Background: an optimization exercise with open tools, aiming at small area. Do not read the settings as production practice.
Only simulation tests tie the RTL to the original design; equivalence was not proved.
Power figures rest on the tool's default switching activity, not on a simulated workload.

==> flow/design.v <==
module stopwatch_topmodule(
    input clk,
    input rst,
    input raw_start_stop,
    input raw_reset,
    output [6:0] seg,
    output [3:0] an,
    output dp
);
localparam [9:0] DB_LOAD = 10'd878;
localparam [9:0] DB_END  = 10'd877;
localparam [9:0] DB_MASK = 10'h37d;
reg [9:0] cnt_s, cnt_r;
reg st_s, st_r;           
reg st_s_d;               
reg running;
wire e_s = raw_start_stop ^ st_s;
wire e_r = raw_reset ^ st_r;
wire end_s = ((cnt_s ^ DB_END) & DB_MASK) == 10'd0;
wire end_r = ((cnt_r ^ DB_END) & DB_MASK) == 10'd0;
always @(posedge clk) begin
    if (rst | ~e_s | end_s)
        cnt_s <= DB_LOAD;
    else
        cnt_s <= {cnt_s[8:0], ~(cnt_s[6] ^ cnt_s[9])};
    if (rst | ~e_r | end_r)
        cnt_r <= DB_LOAD;
    else
        cnt_r <= {cnt_r[8:0], ~(cnt_r[6] ^ cnt_r[9])};
end
always @(posedge clk) begin
    if (rst) begin
        st_s <= 0;
        st_r <= 0;
        running <= 0;
    end else begin
        if (e_s & end_s) st_s <= raw_start_stop;
        if (e_r & end_r) st_r <= raw_reset;
        if (st_s & ~st_s_d) running <= ~running;
    end
    st_s_d <= st_s;    
end
localparam [13:0] TB_LOAD = 14'd2007;
localparam [13:0] TB_END  = 14'd168;
localparam [13:0] TB_MASK = 14'h0fff;
reg [13:0] q;
wire tick = ((q ^ TB_END) & TB_MASK) == 14'd0;
always @(posedge clk) begin
    if (rst | st_r)
        q <= TB_LOAD;
    else
        q <= {q[12:0], ~(q[0] ^ q[13]) ^ tick};
end
localparam [6:0] DS_LOAD = 7'd121;
localparam [6:0] DS_END  = 7'd28;
localparam [6:0] DS_MASK = 7'h3f;
reg [6:0] r;
wire step = ((r ^ DS_END) & DS_MASK) == 7'd0;
always @(posedge clk) begin
    if (rst)
        r <= DS_LOAD;
    else
        r <= {r[5:0], ~(r[0] ^ r[6]) ^ step};
end
reg [3:0] d0, d1, d2;
reg cf;    
reg tf;    
reg [1:0] sel;
reg started;
function [3:0] inc10;
    input [3:0] d;
    inc10 = {(d[3] & ~d[0]) | (d[2] & d[1] & d[0]),
             d[2] ^ (d[1] & d[0]),
             ~d[3] & (d[1] ^ d[0]),
             ~d[0]};
endfunction
wire c0 = tf;
wire c1 = c0 & d0[3] & d0[0];    
wire c2 = c1 & d1[3] & d1[0];    
always @(posedge clk) begin
    cf <= rst | st_r | (cf & ~step);
    tf <= (tick & running) | (tf & ~step);
    if (step & (cf | c0)) d0 <= cf ? 4'd0 : inc10(d0);
    if (step & (cf | c1)) d1 <= cf ? 4'd0 : inc10(d1);
    if (step & (cf | c2)) d2 <= cf ? 4'd0 : inc10(d2);
    if (rst) begin
        sel <= 0;
        started <= 0;
    end else if (step) begin
        sel <= sel + 1'b1;
        started <= 1'b1;
    end
end
reg [3:0] dsel;
always @(*) begin
    case (sel)
        2'd0: dsel = d0;
        2'd1: dsel = d1;
        2'd2: dsel = d2;
        default: dsel = 4'hf;
    endcase
    if (!started) dsel = 4'hf;
end
function [6:0] hex_to_seg;
    input [3:0] num;
    case (num)
        4'h0: hex_to_seg = 7'b1000000;
        4'h1: hex_to_seg = 7'b1111001;
        4'h2: hex_to_seg = 7'b0100100;
        4'h3: hex_to_seg = 7'b0110000;
        4'h4: hex_to_seg = 7'b0011001;
        4'h5: hex_to_seg = 7'b0010010;
        4'h6: hex_to_seg = 7'b0000010;
        4'h7: hex_to_seg = 7'b1111000;
        4'h8: hex_to_seg = 7'b0000000;
        4'h9: hex_to_seg = 7'b0010000;
        default: hex_to_seg = 7'b1111111;
    endcase
endfunction
assign seg = hex_to_seg(dsel);
assign an[0] = ~(started & (sel == 2'd0));
assign an[1] = ~(started & (sel == 2'd1));
assign an[2] = ~(started & (sel == 2'd2));
assign an[3] = ~(started & (sel == 2'd3));
assign dp = an[1];
endmodule
Settings: LEC_CHECK=0, CAP_MARGIN=20, CORE_MARGIN=2, CORE_UTILIZATION=40, PLACE_DENSITY=0.6, SLEW_MARGIN=20, BUFFER_PORTS_ARGS=-buffer_cell sky130_fd_sc_hd__buf_1, CTS_ARGS=-sink_clustering_enable -repair_clock_nets -dont_use_dummy_load -root_buf sky130_fd_sc_hd__clkbuf_8 -buf_list sky130_fd_sc_hd__clkbuf_8 -sink_clustering_size 100 -sink_clustering_max_diameter 500; clock period 10.0 ns.
standard.sh (not shown) runs the stock make flow with config.mk's settings and CLKGATE_MAP_FILE= SYNTH_SCRIPT=/design/flow/synth_recipe.tcl, a recipe that flattens the netlist after the stock synthesis.
==> flow/flow/run.sh <==
#!/bin/bash
# Standard layout, with two changes: the port buffers are the smallest buffer
# cell, and clock tree synthesis uses no dummy loads and a small buffer list.
set -euo pipefail
cd "$(dirname "$0")/.."
cat >> config.mk <<'EOC'
export BUFFER_PORTS_ARGS = -buffer_cell sky130_fd_sc_hd__buf_1
export CTS_ARGS = -sink_clustering_enable -repair_clock_nets -dont_use_dummy_load -root_buf sky130_fd_sc_hd__clkbuf_8 -buf_list sky130_fd_sc_hd__clkbuf_8 -sink_clustering_size 100 -sink_clustering_max_diameter 500
EOC
bash standard.sh > flow_make.log 2>&1
The first run completed with no timing, DRC or antenna violations.
Then changed:
==> flow/run.sh (new file) <==
#!/bin/bash
# synth_recipe.tcl (not shown) runs the flow's synth.tcl, then flattens the netlist and writes it again
# the make line also repeats each setting of config.mk as NAME=value (left out here)
make -C /OpenROAD-flow-scripts/flow DESIGN_CONFIG=/design/flow/config.mk WORK_HOME=/design/flow/orfs CLKGATE_MAP_FILE= SYNTH_SCRIPT=/design/flow/synth_recipe.tcl finish
==> flow/config.mk (replaced) <==
export PLATFORM = sky130hd
export DESIGN_NAME = stopwatch_topmodule
export DESIGN_NICKNAME = stopwatch_topmodule
export VERILOG_FILES = /design/flow/design.v
export SDC_FILE = /design/flow/constraint.sdc
export NUM_CORES = 4
export LEC_CHECK = 0
export CAP_MARGIN = 20
export CORE_MARGIN = 2
export CORE_UTILIZATION = 40
export PLACE_DENSITY = 0.6
export SLEW_MARGIN = 20
removed: flow/flow/run.sh
removed: flow/standard.sh
Count of clock-buffer cells in the layout came out higher by 3; total power came out higher by 18%; area after synthesis is unchanged; worst setup slack loses 0.36 ns.

## separate check: timing with driven ports
The results above use ideal ports. As a check the final layouts listed here were re-extracted and re-timed, cells and wires unchanged.
Step 1 sets driving cells, clkbuf_16 on the clock port and buf_2 on the other inputs (assumed; they add their load-dependent delay and slew).
Step 2, shift: input delay + t, output delay - t, t = (earliest + latest rising clock arrival at the registers) / 2. This alone moves slack from input paths to output paths.
Slacks: ideal ports / drivers / drivers and shift; pairs: ideal ports / drivers.
run	t (ns)	setup slack, ns	latest minus earliest clock arrival (ns)	slew at the worst register clock pin (ns)
the first run	0.349	5.795 / 5.772 / 6.121	0.016 / 0.016	0.06 / 0.06
the second run	0.351	5.436 / 5.412 / 5.764	0.009 / 0.009	0.07 / 0.07
After both steps setup and hold are still met in every run listed.
